Background: an optimization exercise with open tools, aiming at small area and a short achievable clock period. Do not read the settings as production practice.
Only simulation tests tie the RTL to the original design; equivalence was not proved.
Power figures rest on the tool's default switching activity, not on a simulated workload.

==> 12-05 <==
==> flow/design.v <==
module proc(DIN, Resetn, Clock, Run, Done, BusWires);
	input [15:0] DIN;
	input Resetn, Clock, Run;
	output Done;
	output [15:0] BusWires;
	reg [1:0] T;
	reg [8:0] IR;
	reg [15:0] acc;
	reg accg, gnz;
	reg [7:0] rs;
	reg racc, rdin;
	reg [15:0] R0, R1, R2, R3, R4, R5, R6, R7;
	wire [2:0] I = IR[8:6];
	wire [2:0] X = IR[5:3];
	wire [2:0] Y = IR[2:0];
	wire t0 = (T == 2'd0);
	wire t1 = (T == 2'd1);
	wire t2 = (T == 2'd2);
	wire t3 = (T == 2'd3);
	wire op_mv   = (I == 3'b000);
	wire op_mvi  = (I == 3'b001);
	wire op_as   = (I[2:1] == 2'b01);
	wire op_sub  = (I == 3'b011);
	wire op_st   = (I == 3'b100);
	wire op_ld   = (I == 3'b101);
	wire op_mvnz = (I == 3'b110);
	wire op_sh   = (I == 3'b111);
	wire gnz_now = accg ? (|acc) : gnz;
	wire wr = (t1 & (op_mv | op_mvi | (op_mvnz & gnz_now))) | (t2 & (op_ld | op_sh)) | (t3 & op_as);
	assign Done = (t1 & (op_mv | op_mvi | op_mvnz)) | (t2 & (op_ld | op_sh)) | (t3 & op_as);
	wire [15:0] rsel = ({16{rs[0]}} & R0) | ({16{rs[1]}} & R1) | ({16{rs[2]}} & R2) | ({16{rs[3]}} & R3)
	                 | ({16{rs[4]}} & R4) | ({16{rs[5]}} & R5) | ({16{rs[6]}} & R6) | ({16{rs[7]}} & R7);
	assign BusWires = ({16{rdin}} & DIN) | ({16{racc}} & acc) | rsel;
	wire [2:0] dop = DIN[15:13];
	wire d_rdx = (dop == 3'b010) | (dop == 3'b011) | (dop == 3'b100);
	wire d_rdy = (dop == 3'b000) | (dop == 3'b101) | ((dop == 3'b110) & gnz_now);
	reg [7:0] rs_n;
	reg racc_n;
	always @(*) begin
		rs_n = 8'd0; racc_n = 1'b0;
		case (T)
			2'd0: rs_n = ({8{Run & d_rdx}} & (8'd1 << DIN[12:10])) | ({8{Run & d_rdy}} & (8'd1 << DIN[9:7]));
			2'd1: rs_n = {8{op_as | op_st | op_sh}} & (8'd1 << Y);
			2'd2: racc_n = op_as;
			default: ;
		endcase
	end
	wire [15:0] opa = t2 ? acc : 16'd0;
	wire sub = t2 & op_sub;
	wire [15:0] sum = opa + (rsel ^ {16{sub}}) + {15'd0, sub};
	always @(posedge Clock, negedge Resetn)
		if (!Resetn) begin
			T <= 2'd0;
			rs <= 8'd0;
			racc <= 1'b0;
			rdin <= 1'b1;
		end else begin
			case (T)
				2'd0: T <= Run ? 2'd1 : 2'd0;
				2'd1: T <= Done ? 2'd0 : 2'd2;
				2'd2: T <= 2'd3;
				2'd3: T <= 2'd0;
			endcase
			rs <= rs_n;
			racc <= racc_n;
			rdin <= ~(|rs_n | racc_n);
		end
	always @(posedge Clock)
		if (t0)
			IR <= DIN[15:7];
	always @(posedge Clock)
		if ((t1 | t2) & op_as)
			acc <= sum;
	always @(posedge Clock)
		if (t2 & op_as)
			accg <= 1'b1;
		else if (t1 & op_as)
			accg <= 1'b0;
	always @(posedge Clock)
		if (accg)
			gnz <= |acc;
	wire [7:0] we = {8{wr}} & (8'd1 << X);
	always @(posedge Clock) begin
		if (we[0]) R0 <= BusWires;
		if (we[1]) R1 <= BusWires;
		if (we[2]) R2 <= BusWires;
		if (we[3]) R3 <= BusWires;
		if (we[4]) R4 <= BusWires;
		if (we[5]) R5 <= BusWires;
		if (we[6]) R6 <= BusWires;
		if (we[7]) R7 <= BusWires;
	end
endmodule
==> flow/flow/run.sh <==
#!/bin/bash
# Standard layout, with plain buf_2 cells as the port buffers and the resizer
# free to pick any cell footprint. Output of the ORFS run goes to flow_make.log;
# each ORFS step also keeps its own log under orfs/logs/.
set -euo pipefail
bash standard.sh MATCH_CELL_FOOTPRINT=0 "BUFFER_PORTS_ARGS=-buffer_cell sky130_fd_sc_hd__buf_2" finish > flow_make.log 2>&1
==> flow/standard.sh <==
#!/bin/bash
# synth_recipe.tcl (not shown) runs the flow's synth.tcl, then flattens the netlist and writes it again
# the make line also repeats each setting of config.mk as NAME=value (left out here)
make -C /OpenROAD-flow-scripts/flow DESIGN_CONFIG=/design/flow/config.mk WORK_HOME=/design/flow/orfs CLKGATE_MAP_FILE= SYNTH_SCRIPT=/design/flow/synth_recipe.tcl "${@:-finish}"
==> flow/config.mk <==
export PLATFORM = sky130hd
export DESIGN_NAME = proc
export DESIGN_NICKNAME = proc
export VERILOG_FILES = /design/flow/design.v
export SDC_FILE = /design/flow/constraint.sdc
export NUM_CORES = 4
export LEC_CHECK = 0
export CAP_MARGIN = 20
export CORE_MARGIN = 2
export CORE_UTILIZATION = 40
export CTS_BUF_LIST = sky130_fd_sc_hd__clkbuf_4 sky130_fd_sc_hd__clkbuf_8
export PLACE_DENSITY = 0.6
export SETUP_SLACK_MARGIN = 4.2
export SLEW_MARGIN = 20
==> flow/constraint.sdc <==
create_clock -name core_clock -period 8.0 [get_ports {Clock}]
set_input_delay 1.6000 -clock core_clock [delete_from_list [all_inputs] [get_ports {Clock}]]
set_output_delay 1.6000 -clock core_clock [all_outputs]
set_load 0.01 [all_outputs]
==> 08-24 (differences from 12-05) <==
==> flow/design.v (replaced) <==
module proc(DIN, Resetn, Clock, Run, Done, BusWires);
	input [15:0] DIN;
	input Resetn, Clock, Run;
	output Done;
	output [15:0] BusWires;
	reg [1:0] T;
	reg [8:0] IR;
	reg [15:0] acc;
	reg accg, gnz;
	reg [7:0] rs;
	reg racc, rdin;
	reg acc_en, add_en, sub_en;
	reg [15:0] R0, R1, R2, R3, R4, R5, R6, R7;
	wire [2:0] I = IR[8:6];
	wire [2:0] X = IR[5:3];
	wire [2:0] Y = IR[2:0];
	wire t0 = (T == 2'd0);
	wire t1 = (T == 2'd1);
	wire t2 = (T == 2'd2);
	wire t3 = (T == 2'd3);
	wire op_mv   = (I == 3'b000);
	wire op_mvi  = (I == 3'b001);
	wire op_as   = (I[2:1] == 2'b01);
	wire op_sub  = (I == 3'b011);
	wire op_st   = (I == 3'b100);
	wire op_ld   = (I == 3'b101);
	wire op_mvnz = (I == 3'b110);
	wire op_sh   = (I == 3'b111);
	wire gnz_now = accg ? (|acc) : gnz;
	wire wr = (t1 & (op_mv | op_mvi | (op_mvnz & gnz_now))) | (t2 & (op_ld | op_sh)) | (t3 & op_as);
	assign Done = (t1 & (op_mv | op_mvi | op_mvnz)) | (t2 & (op_ld | op_sh)) | (t3 & op_as);
	wire [15:0] rbus, wbus;
	genvar i;
	generate for (i = 0; i < 16; i = i + 1) begin : bus
		wire x0, x1, x2, u, v;
		g_aoi222 m0(.a1(R0[i]), .a2(rs[0]), .b1(R1[i]), .b2(rs[1]), .c1(R2[i]), .c2(rs[2]), .y(x0));
		g_aoi222 m1(.a1(R3[i]), .a2(rs[3]), .b1(R4[i]), .b2(rs[4]), .c1(R5[i]), .c2(rs[5]), .y(x1));
		g_aoi222 m2(.a1(R6[i]), .a2(rs[6]), .b1(R7[i]), .b2(rs[7]), .c1(acc[i]), .c2(racc), .y(x2));
		g_nand3 m3(.a(x0), .b(x1), .c(x2), .y(rbus[i]));
		g_and3 m4(.a(x0), .b(x1), .c(x2), .y(v));
		g_nand2 m5(.a(DIN[i]), .b(rdin), .y(u));
		g_nand2 m6(.a(u), .b(v), .y(BusWires[i]));
		g_nand2 m7(.a(u), .b(v), .y(wbus[i]));
	end endgenerate
	wire [2:0] dop = DIN[15:13];
	wire d_as  = (dop[2:1] == 2'b01);
	wire d_rdx = d_as | (dop == 3'b100);
	wire d_rdy = (dop == 3'b000) | (dop == 3'b101) | ((dop == 3'b110) & gnz_now);
	reg [7:0] rs_n;
	reg racc_n, acc_en_n, add_en_n, sub_en_n;
	always @(*) begin
		rs_n = 8'd0; racc_n = 1'b0; acc_en_n = 1'b0; add_en_n = 1'b0; sub_en_n = 1'b0;
		case (T)
			2'd0: begin
				rs_n = ({8{Run & d_rdx}} & (8'd1 << DIN[12:10])) | ({8{Run & d_rdy}} & (8'd1 << DIN[9:7]));
				acc_en_n = Run & d_as;
				sub_en_n = (dop == 3'b011);
			end
			2'd1: begin
				rs_n = {8{op_as | op_st | op_sh}} & (8'd1 << Y);
				acc_en_n = op_as;
				add_en_n = op_as;
				sub_en_n = op_sub;
			end
			2'd2: racc_n = op_as;
			default: ;
		endcase
	end
	wire [15:0] opa = acc & {16{add_en}};
	wire [15:0] sum = (opa + rbus) ^ {16{sub_en}};
	always @(posedge Clock, negedge Resetn)
		if (!Resetn) begin
			T <= 2'd0;
			rs <= 8'd0;
			racc <= 1'b0;
			rdin <= 1'b1;
			acc_en <= 1'b0;
		end else begin
			case (T)
				2'd0: T <= Run ? 2'd1 : 2'd0;
				2'd1: T <= Done ? 2'd0 : 2'd2;
				2'd2: T <= 2'd3;
				2'd3: T <= 2'd0;
			endcase
			rs <= rs_n;
			racc <= racc_n;
			rdin <= ~(|rs_n | racc_n);
			acc_en <= acc_en_n;
		end
	always @(posedge Clock) begin
		add_en <= add_en_n;
		sub_en <= sub_en_n;
	end
	always @(posedge Clock)
		if (t0)
			IR <= DIN[15:7];
	always @(posedge Clock)
		if (acc_en)
			acc <= sum;
	always @(posedge Clock)
		if (t2 & op_as)
			accg <= 1'b1;
		else if (t1 & op_as)
			accg <= 1'b0;
	always @(posedge Clock)
		if (accg)
			gnz <= |acc;
	wire [7:0] we = {8{wr}} & (8'd1 << X);
	always @(posedge Clock) begin
		if (we[0]) R0 <= wbus;
		if (we[1]) R1 <= wbus;
		if (we[2]) R2 <= wbus;
		if (we[3]) R3 <= wbus;
		if (we[4]) R4 <= wbus;
		if (we[5]) R5 <= wbus;
		if (we[6]) R6 <= wbus;
		if (we[7]) R7 <= wbus;
	end
endmodule
module g_aoi222(a1, a2, b1, b2, c1, c2, y);
	input a1, a2, b1, b2, c1, c2;
	output y;
	assign y = ~((a1 & a2) | (b1 & b2) | (c1 & c2));
endmodule
module g_nand2(a, b, y);
	input a, b;
	output y;
	assign y = ~(a & b);
endmodule
module g_nand3(a, b, c, y);
	input a, b, c;
	output y;
	assign y = ~(a & b & c);
endmodule
module g_and3(a, b, c, y);
	input a, b, c;
	output y;
	assign y = a & b & c;
endmodule
--- a/flow/config.mk
+++ b/flow/config.mk
@@ -13,2 +13,3 @@
 export SETUP_SLACK_MARGIN = 4.2
 export SLEW_MARGIN = 20
+export SYNTH_HIERARCHICAL = 1
==> comparison table <==
	08-24	12-05
Outcome	no timing/DRC/antenna violations	no timing/DRC/antenna violations
Post-synthesis cell area	7470 um2	7400 um2
Ratio of cells with drive above 1 in the final layout	0.163	0.251
Pin count of the biggest net entering global routing	17	22
Post-DP HPWL	12200 um	12000 um
Reg area	5010 um2	4960 um2
Routed length on met3	1440 um	1010 um
Clock sink count	170	167
Proportion of total power due to net switching	0.342	0.335
Routed wire length	19100 um	18800 um
Ratio of final minimum period to clock period	0.469	0.482
Layout Area Growth over Synthesis	11.4%	18.5%
Final core occ	0.459	0.485
Routed len/inst	23.0 um	23.0 um

[port drivers added, routing unchanged]
Ports are ideal in the flow. The routed layouts listed here were re-timed in OpenROAD.
Step 1 assumes that a clkbuf_16 drives the clock port and a buf_2 every other input.
Step 2 times the ports against the registers' clock, not the clock port: input delays grow and output delays shrink by t, the midpoint of the rising clock arrivals with the driver on.
Three values: ideal, step 1, step 2; two values: the first two.
| run | shift t [ns] | setup WS [ns] | worst setup path after step 2 | clock arrival spread, ns | cell pins on the clock port's net |
|---|---|---|---|---|---|
| 12-05 | 0.500 | 4.140 / 4.104 / 4.104 | input to output | 0.015 / 0.015 | 1 |
| 08-24 | 0.501 | 4.247 / 4.224 / 4.224 | input to output | 0.014 / 0.014 | 1 |
After both steps setup and hold are still met in every run listed. For 12-05, which loses most, drivers alone change the setup slack by -0.036 ns; drivers and shift together by -0.036 ns.
